From an optimization exercise on the open Yosys and OpenROAD flow, aimed at small area, a short achievable clock period and few clock cycles; shortcuts taken in it are not production practice.
The RTL was checked by simulation tests, not by an equivalence proof against the original design.
Power is estimated from default activity; no workload was simulated.

// qdec_Arith_decoder
module qdec_Arith_decoder (
    input  logic        clk,
    input  logic        rst_n,
    input  logic        arithInit,  
    input  logic        dec_run,    
    input  logic        EPMode,     
    input  logic [6:0]  ctxState,   
    output logic        dec_rdy,    
    output logic        ruiBin,
    output logic        ruiBin_vld,
    output logic [6:0]  ctxStateUpdate,
    input  logic [7:0]  bitstreamFetch,
    input  logic        bitstreamFetch_vld,
    output logic        bitstreamFetch_rdy
);
export LEC_CHECK = 0
export ABC_AREA = 1
export CAP_MARGIN = 20
export CORE_MARGIN = 2
export CORE_UTILIZATION = 50
export CTS_BUF_LIST = sky130_fd_sc_hd__clkbuf_4 sky130_fd_sc_hd__clkbuf_8
export PLACE_DENSITY = 0.7
export SETUP_SLACK_MARGIN = 4
export SLEW_MARGIN = 20
create_clock -name core_clock -period 8.0 [get_ports {clk}]
run.sh (not shown) runs the stock make flow with config.mk's settings and CLKGATE_MAP_FILE= SYNTH_SCRIPT=/design/flow/synth_recipe.tcl, a recipe that flattens the netlist after the stock synthesis.
The baseline passed the timing, design-rule and antenna checks.
Testbench counts at the start, summed over its fixed seeds: cycles 32,096.
Change:
- PLACE_DENSITY: 0.7 -> not set
Global-route usage increases by 0.78 points.
Clock-buffer cell count decreases by 2.
Hold slack improved by 0.014 ns.

* * *

== run A ==
qdec_Arith_decoder again, from the RTL that the note above started with.
clock: 8.0 ns
lec_check: 0
abc_area: 1
cap_margin: 20
core_margin: 2
core_utilization: 50
cts_buf_list: sky130_fd_sc_hd__clkbuf_4 sky130_fd_sc_hd__clkbuf_8
setup_slack_margin: 4
slew_margin: 20
standard.sh (not shown) runs the stock make flow with config.mk's settings and CLKGATE_MAP_FILE= SYNTH_SCRIPT=/design/flow/synth_recipe.tcl, a recipe that flattens the netlist after the stock synthesis.
==> flow/flow/run.sh <==
#!/bin/bash
# The standard layout (the standard.sh, unchanged synthesis and flow steps), with one
# difference: the buffers ORFS puts on the input and output ports are buf_4 cells instead
# of the delay cells buffer_ports picks by default. ORFS's output goes to standard.log.
set -euo pipefail
export BUFFER_PORTS_ARGS="-buffer_cell sky130_fd_sc_hd__buf_4"
bash standard.sh > standard.log 2>&1
Testbench counts of run A, summed over its fixed seeds: cycles 32,096.
Input changes introduced in run B (baseline for comparison: run A):
Settings: SETUP_SLACK_MARGIN changed from 4 to 4.25.
Results
Sort run B and run A by worst relative slew slack desc -> top: run A. The higher path depth of the worst reg2reg path came out of run A. The met2 wire length in run B sits about 9% above the value recorded for run A. Run B vs. run A: final non-filler cell total rose by about 1.7%, utilization after layout went up, clock share of power moved down.
The inputs of run C differ from those of run B as listed below.
Settings: SETUP_SLACK_MARGIN now 4.1, was 4.25.
==> flow/run.sh (new file) <==
#!/bin/bash
# synth_recipe.tcl (not shown) runs the flow's synth.tcl, then flattens the netlist and writes it again
# the make line also repeats each setting of config.mk as NAME=value (left out here)
make -C /OpenROAD-flow-scripts/flow DESIGN_CONFIG=/design/flow/config.mk WORK_HOME=/design/flow/orfs CLKGATE_MAP_FILE= SYNTH_SCRIPT=/design/flow/synth_recipe.tcl finish
removed: flow/flow/run.sh
removed: flow/standard.sh
## What came out
- Run C | stages: all done | timing, DRC, antenna: all pass
- Comparing clock network fraction of design power for run B and run C, the smaller number came from run B.
- Run B and run C ended up with nearly the same remaining number of nets flagged by the antenna check after routing.
- Going from run B to run C, layout multi-input combinational cell count held steady; final-layout worst hold slack grew by 0.0036 ns; global-route wire length before repair held steady; minimum clock period after layout grew by 0.21 ns.
- Sort run B and run C by met3 demand-to-capacity share in global routing desc -> top: run C
- Cell count along the critical path in run C vs run B: up 3
- Share of post-route cells with drive strength above 1 in run C vs run B: down 5.3 points
- Sequential share of layout area, run B and run C, lower one = run B.
--- input diff run C..run D ---
Settings: a change of SETUP_SLACK_MARGIN from 4.1 to 4.5.
==> flow/flow/run.sh (new file) <==
#!/bin/bash
# The standard layout (the standard.sh, unchanged synthesis and flow steps), with one
# difference: the buffers ORFS puts on the input and output ports are buf_4 cells instead
# of the delay cells buffer_ports picks by default. ORFS's output goes to standard.log.
set -euo pipefail
export BUFFER_PORTS_ARGS="-buffer_cell sky130_fd_sc_hd__buf_4"
bash standard.sh > standard.log 2>&1
==> flow/standard.sh (new file) <==
#!/bin/bash
# synth_recipe.tcl (not shown) runs the flow's synth.tcl, then flattens the netlist and writes it again
# the make line also repeats each setting of config.mk as NAME=value (left out here)
make -C /OpenROAD-flow-scripts/flow DESIGN_CONFIG=/design/flow/config.mk WORK_HOME=/design/flow/orfs CLKGATE_MAP_FILE= SYNTH_SCRIPT=/design/flow/synth_recipe.tcl "${@:-finish}"
removed: flow/run.sh
==> results.txt <==
Summary: with run C as the reference, net load switching power in run D moved up by a little under 10%. Run D against run C: post-route total power up 5.8%, sequential share of layout area shows a reduction of 1.6 points, met2 usage in global routing +2.8 points, final area now sits higher, timing-limited maximum frequency picked up an extra about 7%. Compare run C and run D | layout buffer count excluding clock buffers lower: run C. From run C to run D the numbers moved as follows: final instance count without filler cells went up, last weighted congestion value of the routability-driven placer went down. Comparing run D against run C, there is no change at all in cell count after synthesis.

afterwards: timing with drivers on the ports:
How much do the figures lean on ideal ports? The routed layouts below were timed once more, with nothing changed but the port constraints.
Step 1 sets driving cells, clkbuf_16 on the clock port and buf_2 on the other inputs (assumed; they add their load-dependent delay and slew).
Step 2 also shifts input and output timing later by t, the mid clock arrival at the registers, as if the neighbouring blocks saw the same clock.
Three values: ideal ports, drivers, drivers and shift; two values: the first two.
| run | shift t [ns] | setup WS [ns] | worst setup path at the end | cell pins on the clock port's net |
|---|---|---|---|---|
| the first run of note 1 | 0.401 | 4.090 / 4.080 / 3.699 | input to register | 1 |
| the second run of note 1 | 0.391 | 4.095 / 4.079 / 3.762 | input to register | 1 |
| run A | 0.397 | 4.157 / 4.138 / 3.749 | input to register | 1 |
| run B | 0.405 | 4.278 / 4.216 / 3.811 | input to register | 1 |
| run C | 0.396 | 4.070 / 4.033 / 3.779 | input to register | 1 |
| run D | 0.400 | 4.342 / 4.286 / 3.886 | input to register | 1 |
After both steps every run listed still meets setup and hold. For run B, which loses most, drivers alone change the setup slack by -0.062 ns; drivers and shift together by -0.467 ns.
